Source: an optimization exercise on an open RTL-to-GDS flow (aim: small area and a short achievable clock period). Production flows keep margins and buffers that such runs may drop.
No functional check of the RTL was part of any run shown here.
Power is estimated from default activity; no workload was simulated.

==> design/flow/design.v <==
module adder16_7 (
    input [15:0] x,
    input [15:0] y,
    output [15:0] sum
  );
  assign sum = x + y;
endmodule
module boolean16_9 (
    input [5:0] alufn,
    input [15:0] a,
    input [15:0] b,
    output [15:0] out
  );
  wire f_and = alufn[3:0] == 4'h8;
  wire f_or  = alufn[3:0] == 4'he;
  wire f_xor = alufn[3:0] == 4'h6;
  wire f_a   = alufn[3:0] == 4'ha;
  assign out = ({16{f_and}} & (a & b)) | ({16{f_or}} & (a | b)) |
               ({16{f_xor}} & (a ^ b)) | ({16{f_a}} & a);
endmodule
module compare16_10 (
    input eqsel,
    input ltf,
    input ltd,
    input [15:0] d,
    output out
  );
  assign out = (eqsel & ~|d) | ltf | (ltd & d[15]);
endmodule
module shifter16_8 (
    input [4:0] s,
    output [15:0] fill
  );
  genvar i;
  generate for (i = 0; i < 16; i = i + 1) begin : g_fill
    assign fill[i] = s > i;
  end endgenerate
endmodule
module alu_3 (
    input  [5:0]  alufn,
    input  [15:0] a,
    input  [15:0] b,
    output [15:0] r0,
    output [15:0] r1
  );
  wire [1:0] grp = alufn[5:4];
  wire arith = grp == 2'b00;
  wire mul   = arith & (alufn[1:0] == 2'b10);
  wire addl  = (arith & ~alufn[1]) | (grp == 2'b11);  
  wire subl  = (arith & alufn[0]) | (grp == 2'b11);  
  wire shen  = (grp == 2'b10) & ~(alufn[1] & ~alufn[0]);
  wire rsh   = (grp == 2'b10) & alufn[0];       
  wire sra   = rsh & alufn[1];
  wire cmpl  = grp == 2'b11;
  wire [15:0] arev;
  genvar gi;
  generate for (gi = 0; gi < 16; gi = gi + 1) begin : g_rev
    assign arev[gi] = a[15 - gi];
  end endgenerate
  wire [15:0] m = rsh ? arev : a;
  wire [15:0] boolr;
  boolean16_9 bu (.alufn(alufn), .a(a), .b(b), .out(boolr));
  wire [15:0] fillm;
  shifter16_8 sh (.s(b[4:0]), .fill(fillm));
  wire [15:0] yv = subl ? ~b :
                   ((arith & ~alufn[1]) ? b :
                   ((grp == 2'b01) ? boolr :
                   ((sra & a[15]) ? fillm : 16'h0000)));
  wire [16:0] bx = {b, 1'b0};
  wire [7:0] bone, btwo, bneg, one, two, neg;
  generate for (gi = 0; gi < 8; gi = gi + 1) begin : g_booth
    assign bone[gi] = bx[2*gi+1] ^ bx[2*gi];
    assign btwo[gi] = (bx[2*gi+2] & ~bx[2*gi+1] & ~bx[2*gi]) |
                      (~bx[2*gi+2] & bx[2*gi+1] & bx[2*gi]);
    assign bneg[gi] = bx[2*gi+2];
    wire hit = shen & ~b[4] & (b[3:1] == gi);
    assign one[gi] = (mul & bone[gi]) | (hit & ~b[0]) | ((gi == 0) & addl);
    assign two[gi] = (mul & btwo[gi]) | (hit & b[0]);
    assign neg[gi] = mul & bneg[gi];
  end endgenerate
  wire [16:0] mx = {m, 1'b0};
  wire [15:0] pp0;
  generate for (gi = 0; gi < 16; gi = gi + 1) begin : g_pp0
    assign pp0[gi] = ((one[0] & mx[gi + 1]) | (two[0] & mx[gi])) ^ neg[0];
  end endgenerate
  wire [13:0] pp1;
  generate for (gi = 0; gi < 14; gi = gi + 1) begin : g_pp1
    assign pp1[gi] = ((one[1] & mx[gi + 1]) | (two[1] & mx[gi]) | yv[gi + 2]) ^ neg[1];
  end endgenerate
  wire [11:0] pp2;
  generate for (gi = 0; gi < 12; gi = gi + 1) begin : g_pp2
    assign pp2[gi] = ((one[2] & mx[gi + 1]) | (two[2] & mx[gi])) ^ neg[2];
  end endgenerate
  wire [9:0] pp3;
  generate for (gi = 0; gi < 10; gi = gi + 1) begin : g_pp3
    assign pp3[gi] = ((one[3] & mx[gi + 1]) | (two[3] & mx[gi])) ^ neg[3];
  end endgenerate
  wire [7:0] pp4;
  generate for (gi = 0; gi < 8; gi = gi + 1) begin : g_pp4
    assign pp4[gi] = ((one[4] & mx[gi + 1]) | (two[4] & mx[gi])) ^ neg[4];
  end endgenerate
  wire [5:0] pp5;
  generate for (gi = 0; gi < 6; gi = gi + 1) begin : g_pp5
    assign pp5[gi] = ((one[5] & mx[gi + 1]) | (two[5] & mx[gi])) ^ neg[5];
  end endgenerate
  wire [3:0] pp6;
  generate for (gi = 0; gi < 4; gi = gi + 1) begin : g_pp6
    assign pp6[gi] = ((one[6] & mx[gi + 1]) | (two[6] & mx[gi])) ^ neg[6];
  end endgenerate
  wire [1:0] pp7;
  generate for (gi = 0; gi < 2; gi = gi + 1) begin : g_pp7
    assign pp7[gi] = ((one[7] & mx[gi + 1]) | (two[7] & mx[gi])) ^ neg[7];
  end endgenerate
  wire e0 = neg[0] | yv[0];
  wire cin = subl;
  wire fs0 = pp0[0] ^ e0 ^ cin;
  wire fc0 = (pp0[0] & e0) | (pp0[0] & cin) | (e0 & cin);
  wire hs1 = pp0[10] ^ pp1[8];
  wire hc1 = pp0[10] & pp1[8];
  wire hs2 = pp0[11] ^ pp1[9];
  wire hc2 = pp0[11] & pp1[9];
  wire fs3 = pp0[12] ^ pp1[10] ^ pp2[8];
  wire fc3 = (pp0[12] & pp1[10]) | (pp0[12] & pp2[8]) | (pp1[10] & pp2[8]);
  wire hs4 = pp3[6] ^ pp4[4];
  wire hc4 = pp3[6] & pp4[4];
  wire fs5 = pp0[13] ^ pp1[11] ^ pp2[9];
  wire fc5 = (pp0[13] & pp1[11]) | (pp0[13] & pp2[9]) | (pp1[11] & pp2[9]);
  wire hs6 = pp3[7] ^ pp4[5];
  wire hc6 = pp3[7] & pp4[5];
  wire fs7 = pp0[14] ^ pp1[12] ^ pp2[10];
  wire fc7 = (pp0[14] & pp1[12]) | (pp0[14] & pp2[10]) | (pp1[12] & pp2[10]);
  wire fs8 = pp3[8] ^ pp4[6] ^ pp5[4];
  wire fc8 = (pp3[8] & pp4[6]) | (pp3[8] & pp5[4]) | (pp4[6] & pp5[4]);
  wire hs9 = pp6[2] ^ pp7[0];
  wire hc9 = pp6[2] & pp7[0];
  wire fs10 = pp0[15] ^ pp1[13] ^ pp2[11];
  wire fs11 = pp3[9] ^ pp4[7] ^ pp5[5];
  wire hs12 = pp6[3] ^ pp7[1];
  wire hs13 = pp0[6] ^ pp1[4];
  wire hc13 = pp0[6] & pp1[4];
  wire hs14 = pp0[7] ^ pp1[5];
  wire hc14 = pp0[7] & pp1[5];
  wire fs15 = pp0[8] ^ pp1[6] ^ pp2[4];
  wire fc15 = (pp0[8] & pp1[6]) | (pp0[8] & pp2[4]) | (pp1[6] & pp2[4]);
  wire hs16 = pp3[2] ^ pp4[0];
  wire hc16 = pp3[2] & pp4[0];
  wire fs17 = pp0[9] ^ pp1[7] ^ pp2[5];
  wire fc17 = (pp0[9] & pp1[7]) | (pp0[9] & pp2[5]) | (pp1[7] & pp2[5]);
  wire hs18 = pp3[3] ^ pp4[1];
  wire hc18 = pp3[3] & pp4[1];
  wire fs19 = pp2[6] ^ pp3[4] ^ pp4[2];
  wire fc19 = (pp2[6] & pp3[4]) | (pp2[6] & pp4[2]) | (pp3[4] & pp4[2]);
  wire fs20 = pp5[0] ^ neg[5] ^ hs1;
  wire fc20 = (pp5[0] & neg[5]) | (pp5[0] & hs1) | (neg[5] & hs1);
  wire fs21 = pp2[7] ^ pp3[5] ^ pp4[3];
  wire fc21 = (pp2[7] & pp3[5]) | (pp2[7] & pp4[3]) | (pp3[5] & pp4[3]);
  wire fs22 = pp5[1] ^ hc1 ^ hs2;
  wire fc22 = (pp5[1] & hc1) | (pp5[1] & hs2) | (hc1 & hs2);
  wire fs23 = pp5[2] ^ pp6[0] ^ neg[6];
  wire fc23 = (pp5[2] & pp6[0]) | (pp5[2] & neg[6]) | (pp6[0] & neg[6]);
  wire fs24 = hc2 ^ fs3 ^ hs4;
  wire fc24 = (hc2 & fs3) | (hc2 & hs4) | (fs3 & hs4);
  wire fs25 = pp5[3] ^ pp6[1] ^ fc3;
  wire fc25 = (pp5[3] & pp6[1]) | (pp5[3] & fc3) | (pp6[1] & fc3);
  wire fs26 = hc4 ^ fs5 ^ hs6;
  wire fc26 = (hc4 & fs5) | (hc4 & hs6) | (fs5 & hs6);
  wire fs27 = neg[7] ^ fc5 ^ hc6;
  wire fc27 = (neg[7] & fc5) | (neg[7] & hc6) | (fc5 & hc6);
  wire fs28 = fs7 ^ fs8 ^ hs9;
  wire fc28 = (fs7 & fs8) | (fs7 & hs9) | (fs8 & hs9);
  wire fs29 = fc7 ^ fc8 ^ hc9;
  wire fs30 = fs10 ^ fs11 ^ hs12;
  wire hs31 = pp0[4] ^ pp1[2];
  wire hc31 = pp0[4] & pp1[2];
  wire hs32 = pp0[5] ^ pp1[3];
  wire hc32 = pp0[5] & pp1[3];
  wire fs33 = pp2[2] ^ pp3[0] ^ neg[3];
  wire fc33 = (pp2[2] & pp3[0]) | (pp2[2] & neg[3]) | (pp3[0] & neg[3]);
  wire fs34 = pp2[3] ^ pp3[1] ^ hc13;
  wire fc34 = (pp2[3] & pp3[1]) | (pp2[3] & hc13) | (pp3[1] & hc13);
  wire fs35 = neg[4] ^ hc14 ^ fs15;
  wire fc35 = (neg[4] & hc14) | (neg[4] & fs15) | (hc14 & fs15);
  wire fs36 = fc15 ^ hc16 ^ fs17;
  wire fc36 = (fc15 & hc16) | (fc15 & fs17) | (hc16 & fs17);
  wire fs37 = fc17 ^ hc18 ^ fs19;
  wire fc37 = (fc17 & hc18) | (fc17 & fs19) | (hc18 & fs19);
  wire fs38 = fc19 ^ fc20 ^ fs21;
  wire fc38 = (fc19 & fc20) | (fc19 & fs21) | (fc20 & fs21);
  wire fs39 = fc21 ^ fc22 ^ fs23;
  wire fc39 = (fc21 & fc22) | (fc21 & fs23) | (fc22 & fs23);
  wire fs40 = fc23 ^ fc24 ^ fs25;
  wire fc40 = (fc23 & fc24) | (fc23 & fs25) | (fc24 & fs25);
  wire fs41 = fc25 ^ fc26 ^ fs27;
  wire fc41 = (fc25 & fc26) | (fc25 & fs27) | (fc26 & fs27);
  wire fs42 = fc27 ^ fc28 ^ fs29;
  wire hs43 = pp0[1] ^ yv[1];
  wire hc43 = pp0[1] & yv[1];
  wire fs44 = pp0[2] ^ pp1[0] ^ neg[1];
  wire fc44 = (pp0[2] & pp1[0]) | (pp0[2] & neg[1]) | (pp1[0] & neg[1]);
  wire hs45 = pp0[3] ^ pp1[1];
  wire hc45 = pp0[3] & pp1[1];
  wire fs46 = pp2[0] ^ neg[2] ^ hs31;
  wire fc46 = (pp2[0] & neg[2]) | (pp2[0] & hs31) | (neg[2] & hs31);
  wire fs47 = pp2[1] ^ hc31 ^ hs32;
  wire fc47 = (pp2[1] & hc31) | (pp2[1] & hs32) | (hc31 & hs32);
  wire fs48 = hs13 ^ hc32 ^ fs33;
  wire fc48 = (hs13 & hc32) | (hs13 & fs33) | (hc32 & fs33);
  wire fs49 = hs14 ^ fc33 ^ fs34;
  wire fc49 = (hs14 & fc33) | (hs14 & fs34) | (fc33 & fs34);
  wire fs50 = hs16 ^ fc34 ^ fs35;
  wire fc50 = (hs16 & fc34) | (hs16 & fs35) | (fc34 & fs35);
  wire fs51 = hs18 ^ fc35 ^ fs36;
  wire fc51 = (hs18 & fc35) | (hs18 & fs36) | (fc35 & fs36);
  wire fs52 = fs20 ^ fc36 ^ fs37;
  wire fc52 = (fs20 & fc36) | (fs20 & fs37) | (fc36 & fs37);
  wire fs53 = fs22 ^ fc37 ^ fs38;
  wire fc53 = (fs22 & fc37) | (fs22 & fs38) | (fc37 & fs38);
  wire fs54 = fs24 ^ fc38 ^ fs39;
  wire fc54 = (fs24 & fc38) | (fs24 & fs39) | (fc38 & fs39);
  wire fs55 = fs26 ^ fc39 ^ fs40;
  wire fc55 = (fs26 & fc39) | (fs26 & fs40) | (fc39 & fs40);
  wire fs56 = fs28 ^ fc40 ^ fs41;
  wire fc56 = (fs28 & fc40) | (fs28 & fs41) | (fc40 & fs41);
  wire fs57 = fs30 ^ fc41 ^ fs42;
  assign r0 = {fc56, fc55, fc54, fc53, fc52, fc51, fc50, fc49, fc48, fc47, fc46, hc45, fc44, hc43, fc0, fs0};
  assign r1 = {fs57, fs56, fs55, fs54, fs53, fs52, fs51, fs50, fs49, fs48, fs47, fs46, hs45, fs44, hs43, 1'b0};
endmodule
module alu16_top (
    input clk,
    input [5:0] alufn,
    input [15:0] a,
    input [15:0] b,
    output reg [15:0] y
  );
  wire [15:0] r0, r1;
  alu_3 alu (.alufn(alufn), .a(a), .b(b), .r0(r0), .r1(r1));
  wire [1:0] grp = alufn[5:4];
  reg [15:0] r0_q;
  reg [15:1] r1_q;   
  reg sel_sum_q, sel_rev_q, eqsel_q, ltf_q, ltd_q;
  always @(posedge clk) begin
    r0_q <= r0;
    r1_q <= r1[15:1];
    sel_sum_q <= ~grp[1] | (~grp[0] & ~alufn[0]);
    sel_rev_q <= (grp == 2'b10) & alufn[0];
    eqsel_q <= (grp == 2'b11) & alufn[1];
    ltf_q <= (grp == 2'b11) & alufn[2] & a[15] & ~b[15];
    ltd_q <= (grp == 2'b11) & alufn[2] & ~(a[15] ^ b[15]);
  end
  wire [15:0] sum;
  adder16_7 add (.x(r0_q), .y({r1_q, 1'b0}), .sum(sum));
  wire cmp;
  compare16_10 comp (.eqsel(eqsel_q), .ltf(ltf_q), .ltd(ltd_q), .d(sum), .out(cmp));
  wire [15:0] rv = r0_q | {r1_q, 1'b0};
  wire [15:0] rrev;
  genvar i;
  generate for (i = 0; i < 16; i = i + 1) begin : g_rev
    assign rrev[i] = rv[15 - i];
  end endgenerate
  wire [15:0] res = ({16{sel_sum_q}} & sum) | ({16{sel_rev_q}} & rrev) |
                    {15'd0, cmp};
  always @(posedge clk) begin
    y <= res;
  end
endmodule
==> design/flow/run.sh <==
#!/bin/bash
# synth_recipe.tcl (not shown) runs the flow's synth.tcl, then flattens the netlist and writes it again
# the make line also repeats each setting of config.mk as NAME=value (left out here)
make -C /OpenROAD-flow-scripts/flow DESIGN_CONFIG=/design/flow/config.mk WORK_HOME=/design/flow/orfs CLKGATE_MAP_FILE= SYNTH_SCRIPT=/design/flow/synth_recipe.tcl finish
==> design/flow/config.mk <==
export PLATFORM = sky130hd
export DESIGN_NAME = alu16_top
export DESIGN_NICKNAME = alu16_top
export VERILOG_FILES = /design/flow/design.v
export SDC_FILE = /design/flow/constraint.sdc
export NUM_CORES = 4
export LEC_CHECK = 0
export ABC_CLOCK_PERIOD_IN_PS = 3500
export CAP_MARGIN = 20
export CORE_MARGIN = 2
export CORE_UTILIZATION = 70
export SLEW_MARGIN = 20
==> design/flow/constraint.sdc <==
create_clock -name core_clock -period 6.5 [get_ports {clk}]
set_input_delay 1.3000 -clock core_clock [delete_from_list [all_inputs] [get_ports {clk}]]
set_output_delay 1.3000 -clock core_clock [all_outputs]
set_load 0.01 [all_outputs]
==> impl_results.md, run 1 <==
- VDD IR max: between 150 and 200 µV
- Setup crit start kind: input port
- Detailed Route WL: approximately 22000 µm
- Fillers: between 600 and 700
- Post-synth top area cell: dfxtp_1
- Number of enable flip-flop cells after synthesis: 0
- CTS tree: built
- Global Route Usage Sum: 41.3%
- Clock Sinks: 52
- Vias in the first global route: a little under 7000
- Ys Warns: 1
- Slowest cell on crit path: clkdlybuf4s50_1
- Syn avg cell area: 8.05 µm²
- Starting Density: a little over 70%
- Hold_buf cts: 0
- FF+latch count, synth: 52
- Non-Filler Instances: ~1000
- Max cap viols: 0
- H-tree lvl count: 2
- Skew-Pair Late Insertion Delay: around 310 ps
- Setup-failing EPs final: 0
- Crit Path Category: in2reg
- Endpoint class of the critical path: register
- Average routed wire per standard cell: 21.4 µm
- Pleak: ~3.3 nW
- Resize count post-CTS: 0
- Slowest stage delay, CP: about 640 ps
- Antenna cells: 0
- CP cell instances: clkdlybuf4s50_1 > nor4bb_2 > buf_4 > a22oi_1 > o21ai_0 > a21oi_1 > o211ai_1 > o21ai_0 > o221ai_1 > xor2_1 > fa_1 > fa_1 > xnor2_1 > xnor2_1 > xnor2_1 > xnor2_1 > xnor2_1 > xnor3_1 > xnor2_1 > xnor2_1
- CP Data Required Time: around 6700 ps
- Hold crit path type: reg2reg
- Layout cell share with drive strength beyond 1: under 10%
- Most instantiated library cell after synthesis: inv_1
- Worst Tran Pin Value: between 800 and 900 ps
- Final Critical Period: ~6300 ps
- Pin count of the biggest net entering global routing: 23
- Vias per inst: 6.75
- Mapped Cells: between 800 and 900
- Relative slew slack: 39.5%
- Synthesized Nets: between 1000 and 1500
- Async SR Flop Fraction: 0%
- First-pass GRT wire length: about 36000 µm
- HPWL after DPL: about 18000 µm
- TritonCTS Buffers: 5
- RSZ-0062 raised after global routing: false
- Max Root-Sink Buffers: 2
- Most used DFF post-synth: dfxtp_1
- Fin crit share: 96.8%
- Post-synth cell types: between 60 and 70
- Pins Over Slew Limit: 0
- Max FO, Critical Path: 13
- Area of the multi-input gates: 5300 µm²
- Std-Cell Rows: 36
- Port bufs: 54
- Via Count: between 7000 and 8000
- Clock transition at path regs: approximately 100 ps
- Seq/Total Area, Yosys: between 10 and 15%
- Setup Buffers After CTS: 0
- Die Wd: approximately 100 µm
- Arrival time worst endpoint: between 6000 and 7000 ps
- Synthesized area: slightly below 7000 µm²
- CTS Root Cell: clkbuf_8
- Pwr dens: approximately 190 nW/µm²
- Most frequent CP cell: xnor2_1
- Placer congestion estimate: a little over 1
- Final hold violations: 0
- Grt total ovfl: 0
- Final nets: 1066
- Area delta synth->final: 12.8%
- Core area: 9680 µm²
- Ports: 55
- Sequential cell area: 1040 µm²
- Fmax: around 160 MHz
- Top-area cell type share of the netlist area: 15.0%
- Outcome: complete, no violations
- Residual DRC count: 0
- Antenna Nets Post-Route: 0
- Die Y-Extent: 104 µm
- Placed cell count: approximately 1000
- Die ar.: 10700 µm²
- Setup Skew: 8.28 ps
- Most common library cells after synthesis: inv_1, ha_1, xnor2_1
- Setup TNS: 0 ps
- DR iter-0 viols: a little over 1000
- DR pass1 iterations: 9
- Initial antenna violation count: 0
- Ranking of synthesized cells by area: dfxtp_1, ha_1, fa_1
## routing by layer
layer	global-route usage, %	vias up	wire, µm
li1	-	3102	-
met1	55.5	3217	8620
met2	65.9	600	9880
met3	8.94	132	2780
met4	15.3	0	1050
met5	0	-	0
## registers in the layout (all words and copies together), names as in the netlist
signal	flops
r0_q	16
y	16
r1_q	15
eqsel_q	1
ltd_q	1
ltf_q	1
sel_rev_q	1
sel_sum_q	1
## worst max-delay path: cells and delay by family
kind            cells  cell delay (ps)
compound gates      6              790
xor+xnor            9             1910
buf+inv             2              950
simple gates        1              530
fa+ha+maj           2              990
## kinds of logic (layout without fill, tap and decap cells)
| family | after synthesis | after routing | synth area share [%] |
|---|---|---|---|
| compound gates | 270 | 270 | 26.3 |
| simple gates | 162 | 162 | 11.8 |
| buf+inv | 159 | 208 | 8.92 |
| fa+ha+maj | 116 | 116 | 24.6 |
| xor+xnor | 99 | 99 | 12.7 |
| flops | 52 | 52 | 15.0 |
| mux | 5 | 5 | 0.739 |
## cell usage in the layout, fill, tap and decap left out, types with 11 or more instances in the layout
master / count
nor2_1: 36
clkdlybuf4s50_1: 54
a21oi_1: 58
o22ai_1: 21
buf_4: 40
xnor2_1: 63
ha_1: 82
o21ai_0: 52
xor2_1: 35
nand2_1: 62
a22o_1: 13
dfxtp_1: 52
a22oi_1: 55
inv_1: 104
fa_1: 34
a21o_1: 11
## where the power goes
group	leakage, nW	internal (mW)	switching (mW)
sequential	0.433	0.412	0.0487
combinational	2.85	0.368	0.485
clock	0.0479	0.0752	0.107
## final cells by class
type | instances | share of cell area (%)
Sequential cell | 52 | 13.3
Clock buffer | 5 | 0.878
Multi-Input combinational cell | 652 | 67.7
Inverter | 106 | 5.08
Clock inverter | 3 | 0.240
Tap cell | 133 | 2.12
Timing Repair Buffer | 94 | 10.7
## final timing paths
check | start | endpoint | slack, ps | depth (start not counted)
max | alufn[0] | r1_q[15] | 210 | 20
min | sel_rev_q | y[15] | 480 | 1
max reg2reg | r1_q[1] | y[0] | 3490 | 10
min reg2reg | sel_rev_q | y[15] | 480 | 1
## metrics by stage
stage          hold WS (ps)  total power, mW  cell area, µm²  utilization (%)  setup slack [ps]
2_1_floorplan           413            0.967            6940                -               856
3_3_place_gp            440             1.22            7750             80.0               347
3_5_place_dp            445             1.28            7750             80.0               258
4_1_cts                 478             1.46            7840             80.9               359
5_1_grt                 498             1.57            7840             80.9              32.2
6_report                485             1.49            7840             80.9               210
==> inputs of run 2 (changes only) <==
--- a/design/flow/config.mk
+++ b/design/flow/config.mk
@@ -6,7 +6,6 @@
 export NUM_CORES = 4
 export LEC_CHECK = 0
-export ABC_CLOCK_PERIOD_IN_PS = 3500
 export CAP_MARGIN = 20
 export CORE_MARGIN = 2
-export CORE_UTILIZATION = 70
+export CORE_UTILIZATION = 40
 export SLEW_MARGIN = 20
==> run 2 against run 1 <==
Against the previous run:
- still clean
- cell area is 3.1% higher
- maximum frequency is 5.2% higher
- clock power is 45% higher
- sequential power is 3% lower
- setup slack better by 310 ps
- clock skew is 1.8 ps lower
- largest cell class unchanged
==> impl_results.md, run 2 <==
- Worst Tran Pin Value: between 1000 and 1500 ps
- CP Data Required Time: approximately 6700 ps
- Placer congestion estimate: roughly 0.94
- Setup TNS: 0 ps
- Skew-Pair Late Insertion Delay: just under 300 ps
- Hold_buf cts: 0
- CP cell instances: clkdlybuf4s50_1 > nor2b_2 > nor3b_2 > a221oi_4 > o22ai_1 > xnor2_1 > fa_1 > inv_1 > fa_1 > fa_1 > xnor2_1 > xnor2_1 > xnor2_1 > xnor2_1 > xnor3_1 > xnor2_1 > xnor2_1
- Arrival time worst endpoint: between 6000 and 7000 ps
- Core area: roughly 17000 µm²
- Initial antenna violation count: 0
- Synthesized Nets: 1018
- Antenna cells: 0
- Max Root-Sink Buffers: 2
- DR pass1 iterations: 5
- Clock transition at path regs: 70 ps
- Hold Path Sink: y[0]
- Most common cell after layout, fill and taps aside: inv_1
- Syn avg cell area: 8.05 µm²
- Pins Over Slew Limit: 0
- Final hold violations: 0
- Die Wd: between 100 and 150 µm
- Worst hold stages: 2
- Ys Warns: 1
- Slowest cell on crit path: clkdlybuf4s50_1
- Fmax: around 170 MHz
- Hold crit path type: reg2reg
- Reg2reg start: r1_q[1]
- Most frequent cells in the layout: inv_1, ha_1, xnor2_1
- Resize count post-CTS: 0
- Endpoint class of the critical path: register
- Outcome: complete, no violations
- Async SR Flop Fraction: 0%
- Most common library cells after synthesis: inv_1, ha_1, xnor2_1
- Ranking of synthesized cells by area: dfxtp_1, ha_1, fa_1
- Most used DFF post-synth: dfxtp_1
- Mapped Cells: 863
- CTS tree: built
- Vias per inst: 5.65
- Starting Density: roughly two fifths
- FF+latch count, synth: 52
- Pleak: 3.40 nW
- Crit Path Category: in2reg
- TritonCTS Buffers: 5
- Synthesized area: around 6900 µm²
- Ports: 55
- Most frequent CP cell: xnor2_1
- Pin count of the biggest net entering global routing: 27
- Grt total ovfl: 0
- RSZ-0062 raised after global routing: false
- Slowest stage delay, CP: 680 ps
- Port bufs: 54
- Layout cell share with drive strength beyond 1: under 10%
- Non-Filler Instances: 1145
- Std-Cell Rows: between 40 and 50
- R2r worst-path depth: 10
- Residual DRC count: 0
- Post-synth top area cell: dfxtp_1
- First-pass GRT wire length: 33300 µm
- Reg2reg end: y[0]
- VDD IR max: between 200 and 250 µV
- Setup Skew: approximately 6.5 ps
- Placed cell count: around 1100
- Post-synth cell types: between 60 and 70
- Max cap viols: 0
- HPWL after DPL: between 15000 and 20000 µm
- Clock Sinks: 52
- Die Y-Extent: ~140 µm
- Fin crit share: just over 90%
- Antenna Nets Post-Route: 0
- Number of enable flip-flop cells after synthesis: 0
- Area delta synth->final: 16.3%
- Max FO, Critical Path: 16
- Seq/Total Area, Yosys: 15.0%
- Hold path start: ltd_q
- Pwr dens: approximately 190 nW/µm²
- Vias in the first global route: 6274
- Top Registers: r0_q (16), y (16), r1_q (15)
- Detailed Route WL: ~21000 µm
- Most instantiated library cell after synthesis: inv_1
- Top-area cell type share of the netlist area: between 10 and 15%
- DR iter-0 viols: ~570
- Average routed wire per standard cell: roughly 18 µm
- CTS Root Cell: clkbuf_16
- Global Route Usage Sum: a little under a quarter
- Final Critical Period: between 5000 and 6000 ps
- Final nets: 1074
- Setup crit start kind: input port
- Register-to-register setup slack: roughly 3400 ps
- Setup-failing EPs final: 0
- Die ar.: approximately 18000 µm²
- Via Count: roughly 6500
- Relative slew slack: a little under a third
- Total power: approximately 1.5 mW
- Setup Buffers After CTS: 0
- H-tree lvl count: 2
[run 2: cell counts after synthesis]
Identical to the previous run, type by type.
[run 2: cells by family after synthesis]
group	synth area share (%)
AOI/OAI and AO/OA	26.3
xor gates and xnor gates	12.7
adders and majority gates	24.6
buffers and inverters	8.92
DFF	15.0
muxes	0.739
and+or+nand+nor	11.8
[run 2: critical path: cells and delay by family]
| kind | cells | cell delay, ps |
|---|---|---|
| AND/OR/NAND/NOR | 2 | 460 |
| AO/OA/AOI/OAI | 2 | 870 |
| buffers and inverters | 2 | 770 |
| XOR/XNOR | 8 | 1490 |
| adder cells (fa/ha/maj) | 3 | 1250 |
[run 2: metal layers]
metal	wire length (µm)	GRT usage (%)	share of wire, %	vias up
met5	0	0	0	-
met4	884	10.5	4.3	0
li1	-	-	-	3115
met2	9410	37.4	45	256
met1	9160	31.3	44	3038
met3	1250	1.72	6.0	60
[run 2: worst max-delay path by stage]
stage,start,end,slack [ps],cells past startpoint
after global placement,alufn[1],r1_q[15],350,17
after detailed placement,alufn[1],r1_q[15],250,17
final,alufn[1],r1_q[15],520,17
after floorplan,b[1],r1_q[15],860,18
after CTS,alufn[1],r1_q[15],540,17
after global routing,b[0],r1_q[15],230,17
[run 2: power breakdown]
| group | switching (mW) | internal (mW) | leakage, nW | total [mW] |
|---|---|---|---|---|
| Clock | 0.118 | 0.146 | 0.0719 | 0.264 |
| Combinational | 0.443 | 0.362 | 2.89 | 0.805 |
| Sequential | 0.0370 | 0.412 | 0.433 | 0.449 |
[run 2: metrics by stage]
step                      worst slack, ps  area [µm²]  hold slack, ps  utilization [%]
after detailed placement              249        7920             438             46.3
after global placement                354        7920             447             46.3
after floorplan                       856        6940             413                -
after CTS                             543        8080             459             47.2
final                                 523        8080             454             47.2
after global routing                  233        8080             474             47.2
[run 2: final cells by class]
| cell class | instances | area, µm² |
|---|---|---|
| well taps | 225 | 282 |
| clock buffers | 5 | 125 |
| fillers | 1730 | 9040 |
| repair buffers | 102 | 901 |
| clock inverters | 3 | 27.5 |
| multi-input cells | 652 | 5300 |
| flip-flops and latches | 52 | 1040 |
| inverters | 106 | 398 |

## static timing again, ports no longer ideal
No port has a modelled driver above. Below, the same layouts with a new extraction and two added sets of constraints. Step 1 sets driving cells, clkbuf_16 on the clock port and buf_2 on the other inputs (assumed; they add their load-dependent delay and slew). Step 2, shift: input delay + t, output delay - t, t = (earliest + latest rising clock arrival at the registers) / 2. This alone moves slack from input paths to output paths. Three values: no drivers, after step 1, after step 2; two values: the first two.
| run | t (ns) | slack for setup (ns) | cell pins on the clock port's net |
|---|---|---|---|
| run 1 | 0.333 | 0.210 / 0.211 / -0.122 | 1 |
| run 2 | 0.321 | 0.523 / 0.531 / 0.211 | 1 |
With both steps, setup timing fails in run 1, where it was met with ideal ports. For run 1, which loses most, drivers alone change the setup slack by +0.001 ns; drivers and shift together by -0.332 ns.
